This design comes from an exercise in tuning for small area and a short achievable clock period on the open sky130 flow, not from production work.
In this exercise RTL edits were held to simulation tests only and were not proved equivalent to the original.
Power figures rest on the tool's default switching activity, not on a simulated workload.

==> design/flow/design.v <==
module programcounter(
    input reset,
    input select,
    input [4:0] jumpingaddress,
    output [4:0] nextaddress,
    input stall,
    input clk,
    output reg [4:0] currentaddress
);
reg [4:0] counter;
always @(posedge clk) begin
    if (reset) begin
        counter <= 0;
    end else if (!stall) begin
        counter <= nextaddress;
    end
end
always@(*)
begin
if(select)
  currentaddress=jumpingaddress;
else
  currentaddress=counter;
end
assign nextaddress[4:0]= (currentaddress[4:0] + 1) ;
endmodule
module instructionreg(input [4:0] currentaddin,nxtaddin,input [31:0] datain,input stall,input clk,input reset,input rst,output reg [31:0] dataout,output reg [4:0] currentadd,nxtadd);
always@(posedge clk or posedge reset)
begin
 if(reset)
  begin
   dataout<=32'd0;
  end
 else if(rst)
  begin
   dataout<=32'd0;
   currentadd<=5'd0;
   nxtadd<=5'd0;
  end
 else if(!stall)
  begin
   dataout<=datain;
   currentadd<=currentaddin;
   nxtadd<=nxtaddin;
  end
end
endmodule
module instructionfetch(
    input stall,
    input reset,
    input clk,
    input [4:0] branching,jumping,
    output [31:0] dataout,
    input  branch,jump,
    input clr,
    output [4:0] nextaddressoutput,
    output  [4:0] addressoutput,
    input  [31:0] datain,
    output [4:0] address
);
    wire [4:0] nextaddress,addressskip;
    wire decidejump;
    assign decidejump=branch|| jump;
    assign addressskip = branch ?  branching:jumping ;
    programcounter    programcounter_inst(.reset(reset),
                                          .select(decidejump),
                                          .jumpingaddress(addressskip),
                                          .nextaddress(nextaddress),
                                          .stall(stall),
                                          .clk(clk),
                                          .currentaddress(address));
    instructionreg instructionreg_inst(
        .currentaddin(address),
        .nxtaddin(nextaddress),
        .datain(datain),
        .stall(stall),
        .clk(clk),
        .reset(clr),
        .rst(reset),
        .dataout(dataout),
        .currentadd(addressoutput),
        .nxtadd(nextaddressoutput)
    );
endmodule
module GPR(clk,reset,Radd1,Radd2,RaddD,wen,Dwrite,Rs1,Rs2);
input clk,reset,wen;   
input [4:0]Radd1,Radd2,RaddD;  
input [31:0]Dwrite;
output  [31:0] Rs1,Rs2;
reg [31:0]Register[31:0];  
integer i;
always@(negedge clk)
begin
if(reset)
  begin
  for(i=0;i<32;i=i+1)
  Register[i]<=0;
  end
 else if(wen) 
     begin
	  Register[RaddD] <= Dwrite;
	  end
end
assign Rs1 = Register[Radd1];
assign  Rs2 = Register[Radd2];
endmodule
module maindec(
    input [6:0] op,
    output [1:0] ResultSrc,
    output MemWrite,
    output Branch,
    output ALUSrc,
    output RegWrite,
    output Jump,
    output [1:0] ImmSrc,
    output [1:0] ALUOp
);
    reg [10:0] controls;
    assign {RegWrite, ImmSrc, ALUSrc, MemWrite, ResultSrc, Branch, ALUOp, Jump} = controls;
    always @*
        case(op)
            7'b0000011: controls = 11'b1_00_1_0_01_0_00_0;  
            7'b0100011: controls = 11'b0_01_1_1_01_0_00_0;  
            7'b0110011: controls = 11'b1_00_0_0_00_0_10_0;  
            7'b1100011: controls = 11'b0_00_0_0_00_1_01_0;  
            7'b0010011: controls = 11'b1_10_1_0_00_0_10_0;  
            7'b1101111: controls = 11'b1_00_0_0_10_0_00_1;  
				7'b0110111: controls = 11'b1_00_0_0_11_0_00_0;  
            default: controls = 11'b0_00_0_0_00_0_00_0;  
        endcase
endmodule
module aludec(
    input opb5,opb4,
    input [2:0] funct3,
    input funct7b5,
    input [1:0] ALUOp,
    output reg [3:0] ALUControl
);
    wire RtypeSub;
    assign RtypeSub = funct7b5 & (opb5||opb4);  
    always @(* )begin
        case(ALUOp)
            2'b00: ALUControl = 4'b0000;  
            2'b01: ALUControl = 4'b0001;  
            default: begin  
                case(funct3)
                    3'b000: if (RtypeSub)
                                ALUControl = 4'b0001;  
                            else
                                ALUControl = 4'b0000;  
						  3'b100: ALUControl = 4'b0100;  
					     3'b101: if (RtypeSub)
						          ALUControl = 4'b0110; 
						          else
							       ALUControl = 4'b0111;	 
                    3'b010: ALUControl = 4'b0101;  
                    3'b110: ALUControl = 4'b0011;  
                    3'b111: ALUControl = 4'b0010;  
                    default: ALUControl = 4'b0000;  
                endcase
            end
        endcase
    end
endmodule
module controller(
    input [6:0] op,
    input [2:0] funct3,
    input funct7b5,
    output [1:0] ResultSrc,
    output MemWrite,
    output ALUSrc,
    output RegWrite,
    output Jump,
    output [1:0] ImmSrc,
    output [3:0] ALUControl,
	 output Branch
);
    wire [1:0] ALUOp;
    maindec md(op, ResultSrc, MemWrite, Branch, ALUSrc, RegWrite, Jump, ImmSrc, ALUOp);
    aludec ad(op[5],op[4], funct3, funct7b5, ALUOp, ALUControl);
endmodule
module extend(
    input [31:7] instr,
    input [1:0] immsrc,
    output reg [31:0] immext
);
    always @* begin
        case(immsrc)
            2'b00: immext = {{20{instr[31]}}, instr[31:20]};
            2'b01: immext = {{20{instr[31]}}, instr[31:25], instr[11:7]};
           2'b10: immext ={{22{instr[31]}}, instr[29:20]};
            default: immext = 32'd0;  
        endcase
    end
endmodule
module instructiondecode(
input clk,clrebranch,
                        input reset,stall,
       input [31:0] ins,
          input [4:0] currentaddress,nxtadd,
			  input [4:0] regadd,
			  input wen,
	 input [31:0] Dwrite,
	 output [1:0] ResultSrc,  
    output MemWrite,
    output ALUSrc,
    output RegWrite,
    output Jump,
    output [1:0] ImmSrc,
    output [3:0] ALUControl,
	 output [31:0] RD1E, RD2E,  
	 output [31:0] immext,
	output branch ,
	output [4:0] currentaddressout,nxtaddout,RS1E,RS2E,RDE,
	output [2:0] fun3o
	 );
	 wire [1:0] ResultSrcinp;  
    wire MemWriteinp;
    wire ALUSrcinp;
    wire RegWriteinp;
    wire [3:0] ALUControlinp;
	 wire [4:0]  Rs1ainp,Rs2ainp,Rsadinp;
	 wire [31:0] RD1, RD2;  
	 wire [31:0] immextinp ;
	  wire branchinp;
	   controller inst_controller (
        .op(ins[6:0]),
        .funct3(ins[14:12]),
        .funct7b5(ins[30]), 
        .ResultSrc(ResultSrcinp),
        .MemWrite(MemWriteinp),
        .ALUSrc(ALUSrcinp),
        .RegWrite(RegWriteinp),
        .Jump(Jump),
        .ImmSrc(ImmSrc),
        .ALUControl(ALUControlinp),
		.Branch(branchinp)
    );
	GPR m1 (
        .clk(clk),
        .reset(reset),
        .Radd1(ins[19:15]),
        .Radd2(ins[24:20]),
        .RaddD(regadd),
        .wen(wen),
        .Dwrite(Dwrite),
        .Rs1(RD1),
        .Rs2(RD2)
    );
			extend inst_extend (
        .instr(ins[31:7]),
        .immsrc(ImmSrc),
        .immext(immextinp)
    );
 instructionreg2 inst (
        .reset(clrebranch),
        .rst(reset),
        .clk(clk),
		  .stall(stall),
        .Rd1(RD1),
        .Rd2(RD2),
        .RS1d(ins[19:15]),
        .RS2d(ins[24:20]),
        .RDd(ins[11:7]),
        .ResultSrc(ResultSrcinp),
        .MemWrite(MemWriteinp),
        .ALUSrc(ALUSrcinp),
        .RegWrite(RegWriteinp),
        .branch(branchinp),
        .ImmSrc(ImmSrc),
        .ALUControl(ALUControlinp),
        .immExt(immextinp),
        .currentadd(currentaddress),
        .nxtadd(nxtadd),
        .ResultSrcE(ResultSrc),
        .MemWriteE(MemWrite),
        .ALUSrcE(ALUSrc),
        .RegWriteE(RegWrite),
        .branchE(branch),
        .ALUControlE(ALUControl),
        .RD1E(RD1E),
        .RD2E(RD2E),
        .immExtE(immext),
        .RS1E(RS1E),
        .RS2E(RS2E),
        .RDE(RDE),
        .currentaddE(currentaddressout),
        .nxtaddE(nxtaddout),
		  .fun3i(ins[14:12]),  
		  .fun3o(fun3o)
		  );
endmodule
module instructionreg2(
    input reset,
    input rst,
	 input clk,
	 input stall,
    input [31:0] Rd1,Rd2,
	 input [4:0] RS1d, RS2d, RDd,
	 input [1:0] ResultSrc,  
    input MemWrite,
    input ALUSrc,
    input RegWrite,
	 input branch,
    input [1:0] ImmSrc,
    input [3:0] ALUControl,
	 input [31:0] immExt,     
	 input [4:0] currentadd,nxtadd,
	 output reg [1:0] ResultSrcE,  
    output reg MemWriteE,
    output reg ALUSrcE,
    output reg RegWriteE,
	 output reg branchE,
    output reg  [1:0] ImmSrcE,
    output  reg [3:0] ALUControlE,
	 output reg [31:0] RD1E, RD2E,  
	 output  reg [31:0] immExtE,     
	 output  reg [4:0]  RS1E, RS2E, RDE,
output reg [4:0] currentaddE,nxtaddE,
input [2:0] fun3i,
output reg [2:0] fun3o
);
always@(posedge clk or posedge reset)
begin
 if(reset)
  begin
   ResultSrcE<=0;  
    MemWriteE<=0;
    ALUSrcE<=0;
    RegWriteE<=0;
	 branchE<=0;
     ImmSrcE<=0;
     ALUControlE<=0;
	  RD1E<=0;
	  RD2E<=0;  
	 immExtE<=0;
	 RS1E<=0; 
	 RS2E<=0; 
	 RDE<=0;
	currentaddE<=0;
	nxtaddE<=0;
	fun3o<=0;
  end
 else if(rst)
  begin
   ResultSrcE<=0;
   MemWriteE<=0;
   ALUSrcE<=0;
   RegWriteE<=0;
   branchE<=0;
   ImmSrcE<=0;
   ALUControlE<=0;
   RD1E<=0;
   RD2E<=0;
   immExtE<=0;
   RS1E<=0;
   RS2E<=0;
   RDE<=0;
   currentaddE<=0;
   nxtaddE<=0;
   fun3o<=0;
  end
 else if(!stall)
  begin
  currentaddE<=currentadd;
  nxtaddE<=nxtadd;
  ResultSrcE<=ResultSrc;  
  MemWriteE<=MemWrite;
  ALUSrcE<=ALUSrc;
  RegWriteE<=RegWrite;
  branchE<=branch;
  ImmSrcE<=ImmSrc;
  ALUControlE<=ALUControl;
  RD1E<=Rd1;
  RD2E<=Rd2;  
  immExtE<=immExt;
  RS1E<=RS1d; 
  RS2E<=RS2d; 
  RDE<=RDd;
  fun3o<=fun3i;
  end
end
endmodule
module execute(
input RegWrite,
input [1:0] ResultSrc,  
input MemWrite,
input Jump,
input branch ,
input [3:0] ALUControl,
input ALUSrc,
input [31:0] RD1E, RD2E,  
input [31:0] immext,
input [4:0] currentaddress,nxtadd,Rde,
input clk,reset,
input rst,
output branchchoice,
output regwitem,
output memwritem,
output [1:0] resultsrcm,
output [31:0] solm,regdatam,
output [4:0] nxtaddoutm,Rdm,jumping,
output [31:0] regdata,
output zero_flag, Neg_flag,
input [1:0] ForwardAE, ForwardBE,
input [31:0] Memoeyregvalue,Writeregvalue,
output [31:0] Bout,Aout
);
 wire [31:0] Bin,sol,solfinal;
 wire optionsel;
assign optionsel=ResultSrc[0]&ResultSrc[1];
mux2to1 m3(RD2E,immext,ALUSrc,Bin);
mux3to1  m4(RD1E,Memoeyregvalue,Writeregvalue,ForwardAE,Aout);
mux3to1  m5(Bin,Memoeyregvalue,Writeregvalue,ForwardBE,Bout);
ALU m6(ALUControl,Aout,Bout,sol,zero_flag, Neg_flag);
mux2to1 m9(sol,immext,optionsel,solfinal);
assign branchchoice= branch;
instructionreg3 m8(clk,reset,rst,
immext,
 RegWrite,
   ResultSrc,  
 MemWrite,
 Rde,nxtadd,
solfinal,RD2E,	 
 nxtaddoutm,Rdm,
 solm,regdatam,	 
 regwitem,
 resultsrcm,  
 memwritem,
 regdata);
endmodule
module mux3to1(
    input [31:0] A,
    input [31:0] B,
    input [31:0] C,
    input [1:0] choice,
    output reg [31:0] data
);
always @(*)
begin
    case (choice)
        2'b00: data = A;
        2'b01: data = B;
        2'b10: data = C;
        default: data = A;
    endcase
end
endmodule
module mux2to1(
    input [31:0] A,
    input [31:0] B,
    input choice,
    output reg [31:0] data
);
always @(*)
begin
    if (!choice)
        data = A;
    else
        data = B;
end
endmodule
module instructionreg3(
input clk,reset,
input rst,
input [31:0] immext,
input RegWrite,
 input [1:0] ResultSrc,  
 input MemWrite,
input [4:0] Rde,nxtadd,
input [31:0] sol,regdata,	 
output reg[4:0] nxtaddout,Rdm,
output reg [31:0] solm,regdatam,	 
output reg RegWritem,
 output reg [1:0] ResultSrcm,  
 output reg MemWritem,
 output reg [31:0] regdatawrite
);
always@(posedge clk or posedge reset)
begin
if (reset)
begin
nxtaddout<=0;
Rdm<=0;
solm<=0;
regdatam <=  0;
RegWritem <= 0;
ResultSrcm <= 0;
MemWritem <= 0;
regdatawrite<=0;
end
else if (rst)
begin
nxtaddout<=0;
Rdm<=0;
solm<=0;
regdatam <=  0;
RegWritem <= 0;
ResultSrcm <= 0;
MemWritem <= 0;
regdatawrite<=0;
end
else
begin
nxtaddout<=nxtadd;
Rdm<=Rde;
solm<=sol;
regdatam <=  regdata;
RegWritem <= RegWrite;
ResultSrcm <= ResultSrc;
MemWritem <= MemWrite;
regdatawrite<=immext;
end
end
endmodule
module ALU(
input [3:0] ALUcontrol,
input [31:0] A,B,
output reg [31:0] sol,
output reg zero_flag,Neg_flag
);
always@(*)
begin
case(ALUcontrol)
4'b0000:sol=A+B;
4'b0001:sol=A-B;
4'b0010:sol=A&B;
4'b0011:sol=A|B;
4'b0100:sol=A^B;
4'b0101:sol=A<B;
4'b0110:sol=A>>>B;
4'b0111:sol=A>>B;
default:sol=0;
endcase
zero_flag = (sol == 32'b00000000_00000000_00000000_00000000)?1:0;
Neg_flag = (sol[31]==1)?1:0;
end
endmodule
module ALUREG(
input [31:0] data,
input clk,
output reg [31:0] dataout
);
always@(posedge clk)
begin
dataout<=data;
end
endmodule
module programaddr(input [4:0] PC,input [31:0] exc,output [4:0] jumping);
wire [4:0] w;
assign w= exc[4:0];
assign jumping=w+PC;
endmodule
module storeStage(
input clk,
input reset,
input RegWrite,
input [1:0] ResultSrc,  
input MemWrite,
input [4:0] Rdm,nxtadd,
input [31:0] ALUResultm,regdata,	 
input [31:0] immext,
output  [4:0]nxtaddout,Rdw,
output  RegWritew,
output  [1:0] ResultSrcw,  
output [31:0] ResultW
);
wire [31:0]  readDataw;
wire MemWritew;
wire [31:0] ALUResultw;
wire [31:0] readData;
wire [31:0] immextw;
 DataMemory data_memory_inst (
        .clk(clk),                 
        .reset(reset),             
        .addr(ALUResultm),               
        .writeData(regdata),     
        .memWrite(MemWrite),       
        .readData(readData)        
    );
	 storeStagePipelineReg store_stage_pipeline_reg_inst (
        .clk(clk),                   
        .reset(reset),
        .RegWrite(RegWrite),         
        .ResultSrc(ResultSrc),       
        .MemWrite(MemWrite),         
        .Rdm(Rdm),                   
        .nxtadd(nxtadd),             
        .ALUResultm(ALUResultm),     
		  .readData(readData),
		  .immextm(immext), 
        .nxtaddout(nxtaddout),       
        .Rdw(Rdw),                   
        .ALUResultw(ALUResultw),     
        .RegWritew(RegWritew),       
        .ResultSrcw(ResultSrcw),     
        .MemWritew(MemWritew),
		  .readDataw(readDataw),
		  .immextw(immextw) 
    );
	 mux3choito1 mux1(.A(ALUResultw),
	                  .B (readDataw),
	                 .C(nxtaddout),
						  .D(immextw),
	                  .choice(ResultSrcw),
	                  .data(ResultW));
endmodule
module mux3choito1(
    input [31:0] A,
    input [31:0] B,
   input [4:0] C,
	input [31:0] D,
    input [1:0] choice,
    output reg [31:0] data
);
always @(*)
begin
    case (choice)
        2'b00: data = A;
        2'b01: data = B;
        2'b10:data = {27'd0, C};
		  default:data=D;
    endcase
end
endmodule
module DataMemory(
    input clk,             
    input reset,           
    input [31:0] addr,     
    input [31:0] writeData,  
    input memWrite,        
    output [31:0] readData  
);
parameter MEM_DEPTH = 32;  
parameter MEM_WIDTH = 32;  
integer i;
reg [31:0] memory [31:0];
wire inrange = (addr[31:5] == 27'd0);
always @(posedge clk) begin
    if (reset) begin
        for ( i = 0; i < 32; i = i + 1) begin
            memory[i] <= 0;
        end
    end
    else if (memWrite == 1 && inrange)
        begin
            memory[addr[4:0]] <= writeData;
        end
end
assign readData = inrange ? memory[addr[4:0]] : 32'd0;
endmodule
module storeStagePipelineReg(
input clk,
input reset,
input RegWrite,
input [1:0] ResultSrc,  
input MemWrite,
input [4:0] Rdm,nxtadd,
input [31:0] ALUResultm,regdata,	 
input [31:0]readData,
input [31:0] immextm,
output reg [31:0]nxtaddout,Rdw,
output reg [31:0] ALUResultw,	 
output reg RegWritew,
output reg [1:0] ResultSrcw,  
output reg MemWritew,
output reg [31:0]readDataw,
 output reg [31:0] immextw
);
always@(posedge clk)
begin
 if (reset)
 begin
	nxtaddout<=0;
	Rdw<=0;
	ALUResultw<=0;
	RegWritew<=0;
	ResultSrcw<=0;
	MemWritew<=0;
	readDataw<=0;
	immextw<=0;
 end
 else
 begin
	nxtaddout<=nxtadd;
	Rdw<=Rdm;
	ALUResultw<=ALUResultm;
	RegWritew<= RegWrite;
	ResultSrcw <= ResultSrc;
	MemWritew <= MemWrite;
	readDataw <= readData;
	immextw<=immextm;
 end
end
endmodule
module hazardunit( 
    input [4:0] Rs1E, Rs2E,
    input [4:0] RdE, RdM, RdW,
    input branch, RegWriteW,
    output reg [1:0] ForwardAE, ForwardBE
);
reg condition;
always @(*) 
begin
    ForwardAE = 2'b00;
    ForwardBE = 2'b00;
	 condition=RegWriteW|| branch;
    if ((Rs1E == RdM) & (condition) & (Rs1E != 0))  
        ForwardAE = 2'b01; 
    else if ((Rs1E == RdW) & (condition) & (Rs1E != 0))
        ForwardAE = 2'b10;  
    if ((Rs2E == RdM) & (condition) & (Rs2E != 0))
        ForwardBE = 2'b01;  
    else if ((Rs2E == RdW) & condition & (Rs2E != 0))
        ForwardBE = 2'b10;  
end
endmodule
module sevensegment (
input [3:0] a,
output reg [6:0] s
);
always @(*) 
case(a)
4'h0:s= 7'b1000000;
4'h1:s= 7'b1111001;
4'h2:s= 7'b0100100;
4'h3:s= 7'b0110000;
4'h4:s= 7'b0011001;
4'h5:s= 7'b0010010;
4'h6:s= 7'b0000010;
4'h7:s= 7'b1111000;
4'h8:s= 7'b0000000;
4'h9:s= 7'b0011000;
4'hA:s= 7'b0001000;
4'hB:s= 7'b0000011;
4'hC:s= 7'b1000110;
4'hD:s= 7'b0100001;
4'hE:s= 7'b0000110;
4'hF:s= 7'b0001110;
default:s=7'b0000000; 
endcase
endmodule
module or3gate(input a,b,c,output reg d);
always@(*)
begin
if((a==1) || (b==1) || (c==1))
begin
d=1;
end
else
begin
d=0;
end
end
endmodule
module branchpredictor(input [6:0] ins,
input clk,
input rst,
input [4:0]currentadd,
additionadd,
input branch,
input flag,
output reg reset,
output reg branchop,
output  [4:0] add,
output reg  [2:0] count,
output reg  [ 4:0] currentreg,addreg);
reg [6:0] instemp;
reg [7:0] branching;    
always@(negedge clk)
begin
if (rst)
begin
instemp<=0;
branchop<=0;
count<=0;
currentreg<=0;
addreg<=0;
end
else if(ins[6:0]!=7'b1100011)
begin
instemp<=ins;
branchop<=0;
end
else
begin
currentreg<=currentadd+additionadd;
addreg<=currentadd+1;
case(instemp)
7'b0000011:  begin 
branchop<=branching[0];
count<=0;
end
7'b0010011 :  begin 
branchop<=branching[1];
count<=1;
end
7'b0100011:  begin 
branchop<=branching[2];
count<=1;
end
7'b0110011:  begin 
branchop<=branching[3];
count<=2;
end
7'b0110111 :  begin 
branchop<=branching[4];
count<=3;
end
7'b1101111:  begin  
branchop<=branching[5];
count<=4;
end
default:
begin
branchop<=0;
count<=6;
end
endcase
end
end
always@(negedge clk)
begin
if (rst)
begin
branching<=8'hff;
reset<=0;
end
else if(branch)
begin
if(flag!=branching[count])
begin
branching[count]<=~branching[count];
reset<=1;
end
else
begin
reset<=0;
end
end
else
begin
reset<=0;
end
end
assign add=(branching[count])?(currentreg):(addreg);
endmodule
module RISCV_2(
input clk,
input reset,
input [31:0] instr,           
output [4:0] imem_addr,       
output [3:0] data4bitpart1,data4bitpart2,
output [6:0]sout_1,sout_2,
output wb_en,                 
output [4:0] wb_rd,
output [31:0] wb_data
);
    wire [4:0] addressoutput;
    wire [4:0] addressTowhichToBranch;
    wire [31:0] instuctionfetchdata32;
    wire [4:0] addressinsfetchcurrent;
    wire [2:0] count;
    wire branchoperand;
    wire [4:0] currentregbranch, addregbranch;
    wire flag, branchOrOut;
    wire [1:0] ForwardAE, ForwardBE;
    wire [31:0] Aout, Bout;
    wire [31:0] solm;
    wire [31:0] regdatam;
wire [31:0] dataout;
wire [3:0] ALUControl;
reg [31:0]ResultW;
wire  [31:0] RD1E,RD2E;
wire ALUSrc;
wire [4:0]nextaddressoutput;
wire [1:0]ResultSrc;
wire MemWrite;
wire RegWrite;
wire Jump;
wire [1:0]ImmSrc;
wire [31:0] immext;
wire branchout;
wire [4:0] currentaddressout,nxtaddout,RS1E,RS2E,RDE;
wire [31:0] Dwrite;
wire wen;
wire branchchoice;
wire regwitem;
wire memwritem;
wire [1:0] resultsrcm;
wire [4:0] nxtaddoutm,Rdm,jumpingout;
wire [4:0] Rdw;
wire [4:0] nxtaddoutw;
wire [31:0]regdata;
wire [2:0] fun3o;
wire zero_flag, Neg_flag;
wire branchReset;
assign instuctionfetchdata32 = instr;
assign imem_addr = addressinsfetchcurrent;
mux2to1Forbranch m1(zero_flag, Neg_flag, fun3o, flag);
 instructionfetch instructionfetch_inst (
        .stall(1'b0),
        .reset(reset),
        .clk(clk),
        .branching(addressTowhichToBranch),
        .jumping(dataout[24:20]),
        .dataout(dataout),
        .branch(branchOrOut),
        .jump(1'b0),
        .clr(branchReset),
        .nextaddressoutput(nextaddressoutput),
        .addressoutput(addressoutput),
        .datain(instuctionfetchdata32),
        .address(addressinsfetchcurrent)
    );
 instructiondecode instructiondecode_inst (  
        .clk(clk),
        .clrebranch(branchReset),
        .reset(reset),
        .stall(1'b0),
        .ins(dataout),
        .currentaddress(addressoutput),
        .nxtadd(nextaddressoutput),
        .regadd(Rdw),
        .wen(wen),
        .Dwrite(Dwrite),
        .ResultSrc(ResultSrc),
        .MemWrite(MemWrite),
        .ALUSrc(ALUSrc),
        .RegWrite(RegWrite),
        .Jump(Jump),
        .ImmSrc(ImmSrc),
        .ALUControl(ALUControl),
        .RD1E(RD1E),
        .RD2E(RD2E),
        .immext(immext),
        .branch(branchout),
        .currentaddressout(currentaddressout),
        .nxtaddout(nxtaddout),
        .RS1E(RS1E),
        .RS2E(RS2E),
        .RDE(RDE),
        .fun3o(fun3o)
    );
 execute execute_inst (  
        .RegWrite(RegWrite),
        .ResultSrc(ResultSrc),
        .MemWrite(MemWrite),
        .Jump(Jump),
        .branch(branchout),
        .ALUControl(ALUControl),
        .ALUSrc(ALUSrc),
        .RD1E(RD1E),
        .RD2E(RD2E),
        .immext(immext),
        .currentaddress(currentaddressout),
        .nxtadd(nxtaddout),
        .Rde(RDE),
        .clk(clk), .reset(branchReset), .rst(reset),
        .branchchoice(branchchoice),
        .regwitem(regwitem),
        .memwritem(memwritem),
        .resultsrcm(resultsrcm),
        .solm(solm),
        .regdatam(regdatam),
        .nxtaddoutm(nxtaddoutm),
        .Rdm(Rdm),
        .jumping(jumpingout),
        .regdata(regdata),
        .zero_flag(zero_flag),
        .Neg_flag(Neg_flag),
        .ForwardAE(ForwardAE),
        .ForwardBE(ForwardBE),
        .Memoeyregvalue(solm),
        .Writeregvalue(Dwrite),
        .Bout(Bout),
        .Aout(Aout)
    );
 storeStage storeStage_inst (  
        .clk(clk),
        .reset(reset),
        .RegWrite(regwitem),
        .ResultSrc(resultsrcm),
        .MemWrite(memwritem),
        .Rdm(Rdm),
        .nxtadd(nxtaddoutm),
        .ALUResultm(solm),
        .regdata(regdatam),
        .immext(regdata),
        .nxtaddout(nxtaddoutw),
        .Rdw(Rdw),
        .RegWritew(wen),
        .ResultW(Dwrite)
    );
 branchpredictor b1(.ins(dataout[6:0]),
        .clk(clk),
        .rst(reset),
        .currentadd(addressoutput),
        .additionadd(dataout[11:7]),
        .branch(branchchoice),
        .flag(flag),
        .reset(branchReset),
        .branchop(branchoperand),
        .add(addressTowhichToBranch),
        .count(count),
        .currentreg(currentregbranch),
        .addreg(addregbranch)
        );
 hazardunit uut (
        .Rs1E(RS1E),
        .Rs2E(RS2E),
        .RdE(RDE),
        .RdM(Rdm),
        .RdW(Rdw),
        .branch(branchout),
        .RegWriteW(RegWrite),
        .ForwardAE(ForwardAE),
        .ForwardBE(ForwardBE)
    );
 or3gate   grs(branchReset, Jump,branchoperand,branchOrOut);
 always@(posedge clk)
 begin
  if (reset)
   ResultW<=0;
  else
   ResultW<=Dwrite;
 end
assign data4bitpart1=RD1E[3:0];
assign data4bitpart2=RD2E[3:0];
assign wb_en=wen;
assign wb_rd=Rdw;
assign wb_data=Dwrite;
sevensegment sg(ResultW[3:0], sout_1[6:0]);
sevensegment sg_2(ResultW[7:4], sout_2[6:0]);
endmodule
module mux2to1Forbranch(
input A,  
input B,  
input [2:0]choice,
output reg data
);
always @(*)
begin
    if ((choice==3'b000))
        data = A;
    else if((choice==3'b001))
        data = ~A;
    else if((choice==3'b010))
        data = B;
    else if((choice==3'b011))
        data = ~B;
    else
        data = 1'b0;
end
endmodule
==> design/flow/run.sh <==
#!/bin/bash
# synth_recipe.tcl (not shown) runs the flow's synth.tcl, then flattens the netlist and writes it again
# the make line also repeats each setting of config.mk as NAME=value (left out here)
make -C /OpenROAD-flow-scripts/flow DESIGN_CONFIG=/design/flow/config.mk WORK_HOME=/design/flow/orfs CLKGATE_MAP_FILE= SYNTH_SCRIPT=/design/flow/synth_recipe.tcl finish
==> design/flow/config.mk <==
export PLATFORM = sky130hd
export DESIGN_NAME = RISCV_2
export DESIGN_NICKNAME = RISCV_2
export VERILOG_FILES = /design/flow/design.v
export SDC_FILE = /design/flow/constraint.sdc
export NUM_CORES = 4
export LEC_CHECK = 0
export CAP_MARGIN = 20
export CORE_MARGIN = 2
export CORE_UTILIZATION = 40
export SLEW_MARGIN = 20
==> design/flow/constraint.sdc <==
create_clock -name core_clock -period 16.0 [get_ports {clk}]
set_input_delay 3.2000 -clock core_clock [delete_from_list [all_inputs] [get_ports {clk}]]
set_output_delay 3.2000 -clock core_clock [all_outputs]
set_load 0.01 [all_outputs]
==> flow_metrics.env <==
export IMPL_hold_depth=1
export IMPL_clk_path_buf_depth=4
export IMPL_tns_ps=0
export IMPL_p_leak_nw=53.0
export IMPL_skew_ps=58.8
export IMPL_place_inst=12300
export IMPL_netlist_area_mm2=0.120
export IMPL_critPathCaptureType="flip-flop"
export IMPL_cts_htree_levels=5
export IMPL_reg2reg_slack_ps=450
export IMPL_synth_seq_cells=2426
export IMPL_final_cells=13800
export IMPL_yosysWarnings=22
export IMPL_synth_area_leaders="edfxtp_1 (51%), mux4_2 (17%), and2_1 (5.4%)"
export IMPL_dr_total_vias=82800
export IMPL_grt_pass1_vias=85300
export IMPL_clock_sink_count=2426
export IMPL_synth_cell_type_count=89
export IMPL_avgRoutedWirePerCell_um=31.5
export IMPL_grt_antenna_before_repair=20
export IMPL_async_flop_share_pct=9.48
export IMPL_rsz0062_at_grt="false"
export IMPL_grt_overflow=0
export IMPL_grt_start_max_net_pins=143
export IMPL_hpwl_mm=269
export IMPL_ant_nets=0
export IMPL_grt_total_usage_pct=28.4
export IMPL_yosysTopAreaCell="edfxtp_1"
export IMPL_finalNetCount=9800
export IMPL_r2r_start="instructiondecode_inst.inst.RS2E[1]"
export IMPL_die_area_mm2=0.305
export IMPL_grt_first_pass_wirelength_mm=614
export IMPL_irDropWorstVdd_mv=0.0947
export IMPL_hold_class="reg2reg"
export IMPL_worst_pin_slew_ps=1220
export IMPL_topRoutingLayerUsed="met5"
export IMPL_core_mm2=0.299
export IMPL_arrival_ps=8330
export IMPL_r2r_end="b1.branching[0]"
export IMPL_status="no timing/DRC/antenna violations"
export IMPL_start_util_pct=40.1
export IMPL_p_per_area_mw_per_mm2=120
export IMPL_synth_seq_area_share_pct=58.6
export IMPL_dr_wl_met2_mm=211
export IMPL_clk_latency_ps=920
export IMPL_fillers=26600
export IMPL_die_y_um=552
export IMPL_final_hold_violation_count=0
export IMPL_cap_viol_max_count=0
export IMPL_first_iter_violations=10700
export IMPL_routed_wl_mm=436
export IMPL_drc=0
export IMPL_finalSetupViolations=0
export IMPL_drive_gt1_share_pct=19.3
export IMPL_crit_required_ps=8780
export IMPL_slew_headroom_pct=18.7
export IMPL_r2r_cells=27
export IMPL_route_met3_wl_mm=41.2
export IMPL_syn_nets=8848
export IMPL_synth_edff_count=2058
export IMPL_drt_met1_wl_mm=161
export IMPL_vias_per_cell=5.99
export IMPL_holdCritStartpoint="execute_inst.m8.ResultSrcm[0]"
export IMPL_routabilityCongestion=0.948
export IMPL_cts_tree="built"
export IMPL_yosysTopAreaCellShare_pct=51.5
export IMPL_postSynthAreaPerCell_um2=13.8
export IMPL_critPathLaunchType="flip-flop"
export IMPL_drv_slew=0
export IMPL_synth_most_common_cell="edfxtp_1"
export IMPL_synth_cells_most_frequent="edfxtp_1 (2058), nor2_1 (1337), and2_1 (1032), mux4_2 (904), clkbuf_1 (704)"
export IMPL_synthCells=8692
export IMPL_layout_area_overhead_vs_synth_pct=16.0
export IMPL_port_buffers=98
export IMPL_io_pin_count=99
export IMPL_path_clk_slew_ps=60
export IMPL_die_width_um=552
export IMPL_cp_max_fo=17
export IMPL_synth_ff_type="edfxtp_1"
export IMPL_drt_first_pass_iters=6
export IMPL_cts_buffers=280
export IMPL_cts_root_buf="clkbuf_16"
export IMPL_num_rows=201
export IMPL_crit_type="reg2reg"
==> logic make-up after synthesis <==
family | Yosys count | synth area share [%]
and+or+nand+nor | 3144 | 13.1
DFF | 2426 | 58.6
muxes | 1116 | 18.8
buffers and inverters | 1005 | 3.24
AOI/OAI and AO/OA | 835 | 4.73
adders and majority gates | 122 | 1.29
xor gates and xnor gates | 44 | 0.321
==> layer usage <==
metal / up-vias / global-route usage [%]
li1: 34300 / -
met1: 42800 / 35.5
met2: 4747 / 46.5
met3: 939 / 6.25
met4: 10 / 14.5
met5: - / 0
==> state kept, by name, summed over array words and instances, names as in the netlist, 8 cells and up <==
signal,flops
instructiondecode_inst.inst.RD2E,32
b1.branching,8
instructiondecode_inst.inst.RD1E,32
instructionfetch_inst.instructionreg_inst.dataout,32
storeStage_inst.store_stage_pipeline_reg_inst.readDataw,32
execute_inst.m8.regdatam,32
execute_inst.m8.solm,32
instructiondecode_inst.m1.Register,1024
storeStage_inst.store_stage_pipeline_reg_inst.ALUResultw,32
storeStage_inst.store_stage_pipeline_reg_inst.immextw,12
storeStage_inst.data_memory_inst.memory,1024
instructiondecode_inst.inst.immExtE,12
execute_inst.m8.regdatawrite,12
==> per-stage QoR <==
step	utilization (%)	hold WS, ps	worst slack [ps]	area (um^2)	power (W)
floorplan	-	429	1130	120000	0.00887
global placement	42.1	432	42.7	126000	0.00970
detailed placement	42.1	435	290	126000	0.00972
CTS	46.5	448	236	139000	0.0168
global route	46.5	474	4.97	139000	0.0174
finish	46.5	448	453	139000	0.0168
==> how the worst max path moves through the flow <==
stage	from	to	slack [ps]	cells after the start
after floorplan	b1.reset	execute_inst.m8.MemWritem	1130	1
after global placement	instructiondecode_inst.inst.RS1E[1]	b1.branching[7]	40	27
after detailed placement	instructiondecode_inst.inst.RS1E[1]	b1.branching[0]	290	26
after CTS	instructiondecode_inst.inst.RS1E[1]	b1.branching[0]	240	26
after global routing	instructiondecode_inst.inst.RS2E[1]	b1.branching[7]	5	26
final	instructiondecode_inst.inst.RS2E[1]	b1.branching[0]	450	27
==> placed cells by master, fill, tap and decap left out, types with 24 or more instances in the layout <==
master and n:
bufinv_16 25, nand2b_1 27, a221oi_1 34, nand2b_2 32, nand2_1 172, nor2b_1 189, dfrtp_1 211, or2_2 37
xnor2_1 26, inv_1 1228, clkbuf_16 289, ha_1 117, nand4_1 53, nor3_1 77, a22o_1 32, buf_4 345
dfxtp_1 136, clkbuf_1 39, mux4_2 904, nor2_1 1297, and2_1 1032, nor4_1 32, o31ai_1 34, a31oi_1 53
clkinv_1 33, o21a_1 24, clkdlybuf4s50_1 97, nand2_2 32, a22oi_1 73, mux2i_1 194, edfxtp_1 2058, o21ai_0 116
a21oi_1 194, nor2_2 37, nand3_1 54, o22ai_1 48, a211oi_1 43
==> report_power, final <==
group	internal, W	switching, W
Combinational	0.000742	0.00124
Sequential	0.00710	0.000171
Clock	0.00413	0.00338
==> final cells by class <==
cell class              instances  area [um^2]  area share (%)
well taps                    3958         4950            3.56
clock inverters              1209         5550            3.99
multi-input cells            5261        46400            33.3
clock buffers                 339         7520            5.40
diodes                          7         17.5          0.0126
repair buffers                460         3890            2.80
inverters                     161          612           0.439
flip-flops and latches       2426        70400            50.5
==> timing repair <==
action,in CTS,in global routing
setup buffers,0,0
hold buffers,0,0
endpoints found under the setup margin,0,9
gates resized for setup,0,11
==> worst max-delay path, cell delays in order, from the launching register on <==
cell and delay [ps]:
dfrtp_1 410, or4_4 560, o22a_1 300, and3_4 280, o31a_1 360, clkinv_1 100, ha_1 180, inv_1 70
fa_1 490, a211oi_1 340, o21ai_0 180, a21oi_1 350, o21ai_1 240, o21ai_1 300, o221ai_1 160, a221oi_1 400
o221ai_1 220, nor4b_1 320, nand4_1 120, nor4_1 210, buf_4 180, nand4_1 180, o41ai_4 450, buf_12 190
mux2_4 370, buf_4 180, o22ai_1 160, nand2b_1 70
